Source: an optimization exercise on an open RTL-to-GDS flow (aim: small area). Production flows keep margins and buffers that such runs may drop.
Where RTL was checked, it was by simulation tests only, not by an equivalence proof against the original.
Power figures rest on the tool's default switching activity, not on a simulated workload.

== old ==
==> flow/design.v (excerpt) <==
module firfilt (sig_in, sig_out, clk, rst);
  input signed [15:0] sig_in;
  output signed [15:0] sig_out;
  input clk;
  input rst;
  reg signed [15:0] sig_out;
  reg [15:0] d0;   
  reg [15:0] d1;   
  reg [15:0] d2;   
  reg [15:0] d3;   
  reg [15:0] d4;   
  reg [15:0] d5;   
  reg [15:0] d6;   
  reg [15:0] d7;   
  reg [15:0] d8;   
  reg [15:0] d9;   
  reg [15:0] d10;   
  reg [15:0] d11;   
  reg [15:0] d12;   
  reg [15:0] d13;   
  reg [15:0] d14;   
  reg [15:0] d15;   
  reg [15:0] d16;   
  reg [15:0] d17;   
  reg [15:0] d18;   
  reg [15:0] d19;   
  reg [15:0] d20;   
  reg [15:0] d21;   
  reg [15:0] d22;   
  reg [15:0] d23;   
  reg [15:0] d24;   
  reg [15:0] d25;   
  reg [15:0] d26;   
  reg [15:0] d27;   
  reg [15:0] d28;   
  reg [15:0] d29;   
  reg [15:0] d30;   
  reg [15:0] d31;   
  reg [15:0] d32;   
  wire [15:0] sum;
  always @(posedge clk) begin
  ...
Settings: LEC_CHECK=0, ABC_AREA=1, CAP_MARGIN=0, CORE_MARGIN=2, CORE_UTILIZATION=75, SLEW_MARGIN=0, SYNTH_HIERARCHICAL=1, CTS_ARGS=-sink_clustering_enable -repair_clock_nets -dont_use_dummy_load -sink_clustering_size 30 -sink_clustering_max_diameter 60 -buf_list {sky130_fd_sc_hd__clkbuf_16}, BUFFER_PORTS_ARGS=-buffer_cell sky130_fd_sc_hd__buf_1; clock period 14.0 ns.
standard.sh (not shown) runs the stock make flow with config.mk's settings and CLKGATE_MAP_FILE= SYNTH_SCRIPT=/design/flow/synth_recipe.tcl, a recipe that flattens the netlist after the stock synthesis.
==> flow/flow/run.sh <==
#!/bin/bash
# Own flow: the standard layout (standard.sh), with CTS told not to add dummy
# loads and the port buffers made with the smallest buffer cell.
set -e
cp standard.sh standard_sh.log
cp config.mk config_mk_orig.log
cat >> config.mk <<'EOC'
export CTS_ARGS = -sink_clustering_enable -repair_clock_nets -dont_use_dummy_load -sink_clustering_size 30 -sink_clustering_max_diameter 60 -buf_list {sky130_fd_sc_hd__clkbuf_16}
export BUFFER_PORTS_ARGS = -buffer_cell sky130_fd_sc_hd__buf_1
EOC
bash standard.sh > standard.log 2>&1
Relative to old, the following input files were edited for new:
- changing CORE_UTILIZATION from 75 to 65
Findings:
- new: flow completed, timing, DRC and antenna clean
- Summary of new over old: die area has increased; clock distribution area overhead in the final layout saw little to no change; height of the die saw an increase; complex-gate fraction of the synthesized area did not really move.
- old → new: overall power after layout stayed essentially flat; setup slack now larger; sequential share of layout area held; final-layout clock buffer total rose by 2.
- Comparing old and new, shortest period the worst path allows is higher on old.
- Higher multi-input gate share of the layout cell area goes to old over new.


## before
firfilt, a different RTL version from the one above (not shown whole).
Size: roughly 2500 cells after synthesis, about 540 flip-flops, roughly 34 I/O pins, about 0.036 sq mm of cells after synthesis.
Settings: LEC_CHECK=0, ABC_AREA=1, CAP_MARGIN=20, CORE_MARGIN=2, CORE_UTILIZATION=55, CTS_BUF_LIST=sky130_fd_sc_hd__clkbuf_16, CTS_CLUSTER_DIAMETER=45, CTS_CLUSTER_SIZE=24, SLEW_MARGIN=20, SYNTH_HIERARCHICAL=1; clock period 14.0 ns.
run.sh (not shown) runs the stock make flow with config.mk's settings and CLKGATE_MAP_FILE= SYNTH_SCRIPT=/design/flow/synth_recipe.tcl, a recipe that flattens the netlist after the stock synthesis.
Stock flow here: none of the scripts above is used.
before finished every step from synthesis to the final layout, and the layout passed the timing, DRC and antenna checks.
Inputs modified between before and after:
- changing CTS_CLUSTER_DIAMETER from 45 to 35
- changing CTS_CLUSTER_SIZE from 24 to 16
- changing CTS_BUF_LIST from sky130_fd_sc_hd__clkbuf_16 to sky130_fd_sc_hd__clkbuf_8
Results
after: overall power consumption is 5.2% lower than what before reported. The worst hold slack was comparable across before and after. Diff before and after: power share of the combinational group higher in after. before and after ended up with nearly the same final wirelength.
Function was not checked in any run of this note: the RTL went through the layout flow alone.


## the reference run
firfilt, a different RTL version from the one above (not shown whole).
Size in the first run: ~2500 cells after synthesis, about 540 flip-flops, about 0.035 mm2 of cells after synthesis.
export LEC_CHECK = 0
export ABC_AREA = 1
export CAP_MARGIN = 0
export CORE_MARGIN = 2
export CORE_UTILIZATION = 65
export SLEW_MARGIN = 0
export SYNTH_HIERARCHICAL = 1
export CTS_ARGS = -sink_clustering_enable -repair_clock_nets -dont_use_dummy_load -sink_clustering_size 20 -sink_clustering_max_diameter 40 -buf_list {sky130_fd_sc_hd__clkbuf_8}
export BUFFER_PORTS_ARGS = -buffer_cell sky130_fd_sc_hd__buf_1
create_clock -name core_clock -period 14.0 [get_ports {clk}]
standard.sh (not shown) runs the stock make flow with config.mk's settings and CLKGATE_MAP_FILE= SYNTH_SCRIPT=/design/flow/synth_recipe.tcl, a recipe that flattens the netlist after the stock synthesis.
==> flow/flow/run.sh <==
#!/bin/bash
# Own flow: the standard layout (standard.sh), with CTS told not to add dummy
# loads and the port buffers made with the smallest buffer cell.
set -e
cp standard.sh standard_sh.log
cp config.mk config_mk_orig.log
cat >> config.mk <<'EOC'
export CTS_ARGS = -sink_clustering_enable -repair_clock_nets -dont_use_dummy_load -sink_clustering_size 20 -sink_clustering_max_diameter 40 -buf_list {sky130_fd_sc_hd__clkbuf_8}
export BUFFER_PORTS_ARGS = -buffer_cell sky130_fd_sc_hd__buf_1
EOC
bash standard.sh > standard.log 2>&1
--- input diff the reference run..the trial run ---
- changing SLEW_MARGIN from 0 to 20
- changing CAP_MARGIN from 0 to 20
- setting CTS_CLUSTER_SIZE to 25 for the first time
- setting CTS_CLUSTER_DIAMETER to 50 for the first time
- changing CORE_UTILIZATION from 65 to 55
- changing CTS_ARGS from -sink_clustering_enable -repair_clock_nets -dont_use_dummy_load -sink_clustering_size 20 -sink_clustering_max_diameter 40 -buf_list {sky130_fd_sc_hd__clkbuf_8} to -sink_clustering_enable -repair_clock_nets -dont_use_dummy_load -sink_clustering_size 18 -sink_clustering_max_diameter 45 -buf_list {sky130_fd_sc_hd__clkbuf_8 sky130_fd_sc_hd__clkbuf_16}
- setting CTS_BUF_LIST to sky130_fd_sc_hd__clkbuf_4 sky130_fd_sc_hd__clkbuf_8 for the first time
--- a/flow/flow/run.sh
+++ b/flow/flow/run.sh
@@ -7,3 +7,3 @@
 cat >> config.mk <<'EOC'
-export CTS_ARGS = -sink_clustering_enable -repair_clock_nets -dont_use_dummy_load -sink_clustering_size 20 -sink_clustering_max_diameter 40 -buf_list {sky130_fd_sc_hd__clkbuf_8}
+export CTS_ARGS = -sink_clustering_enable -repair_clock_nets -dont_use_dummy_load -sink_clustering_size 18 -sink_clustering_max_diameter 45 -buf_list {sky130_fd_sc_hd__clkbuf_8 sky130_fd_sc_hd__clkbuf_16}
 export BUFFER_PORTS_ARGS = -buffer_cell sky130_fd_sc_hd__buf_1
### Flow results
The die of the trial run is larger than the one used in the reference run. Against the reference run, the trial run reports a proportion of layout cells with a drive suffix above 1 that is lower. On largest fanout on the critical path: between the trial run and the reference run, it ends up lower for the trial run. Power density normalized to cell area (the reference run / the trial run): 0.922. Final design instance area without fill in the trial run is 2.2% higher than in the reference run. Between the trial run and the reference run, the power of the clock network is higher for the trial run.

-- static timing again, ports no longer ideal --
The flow's constraints put no driver on any port. The routed layouts listed below were extracted and timed again, unchanged, in two steps. Step 1 (the two cells are an assumption about what drives the block):
set clk [get_ports {clk}]
set_driving_cell -lib_cell sky130_fd_sc_hd__clkbuf_16 $clk
set_driving_cell -lib_cell sky130_fd_sc_hd__buf_2 [delete_from_list [all_inputs] $clk]
Step 2 also shifts input and output timing later by t, the mid clock arrival at the registers, as if the neighbouring blocks saw the same clock. Slacks: no drivers / after step 1 / after step 2; pairs: no drivers / after step 1.
run	shift t [ns]	slack for setup (ns)	latest minus earliest clock arrival (ns)	worst register clock-pin slew, ns	worst data-port slew with drivers (ns)
old	0.630	0.282 / 0.282 / 0.282	0.096 / 0.096	0.11 / 0.11	0.05
new	0.625	0.408 / 0.408 / 0.408	0.104 / 0.103	0.11 / 0.11	0.06
before	0.665	0.684 / 0.684 / 0.684	0.025 / 0.025	0.07 / 0.07	0.05
after	0.762	0.771 / 0.771 / 0.771	0.027 / 0.027	0.08 / 0.08	0.05
the reference run	0.678	0.367 / 0.367 / 0.367	0.104 / 0.104	0.11 / 0.11	0.05
the trial run	0.677	0.268 / 0.268 / 0.268	0.089 / 0.088	0.08 / 0.08	0.04
After both steps setup and hold are still met in every run listed.
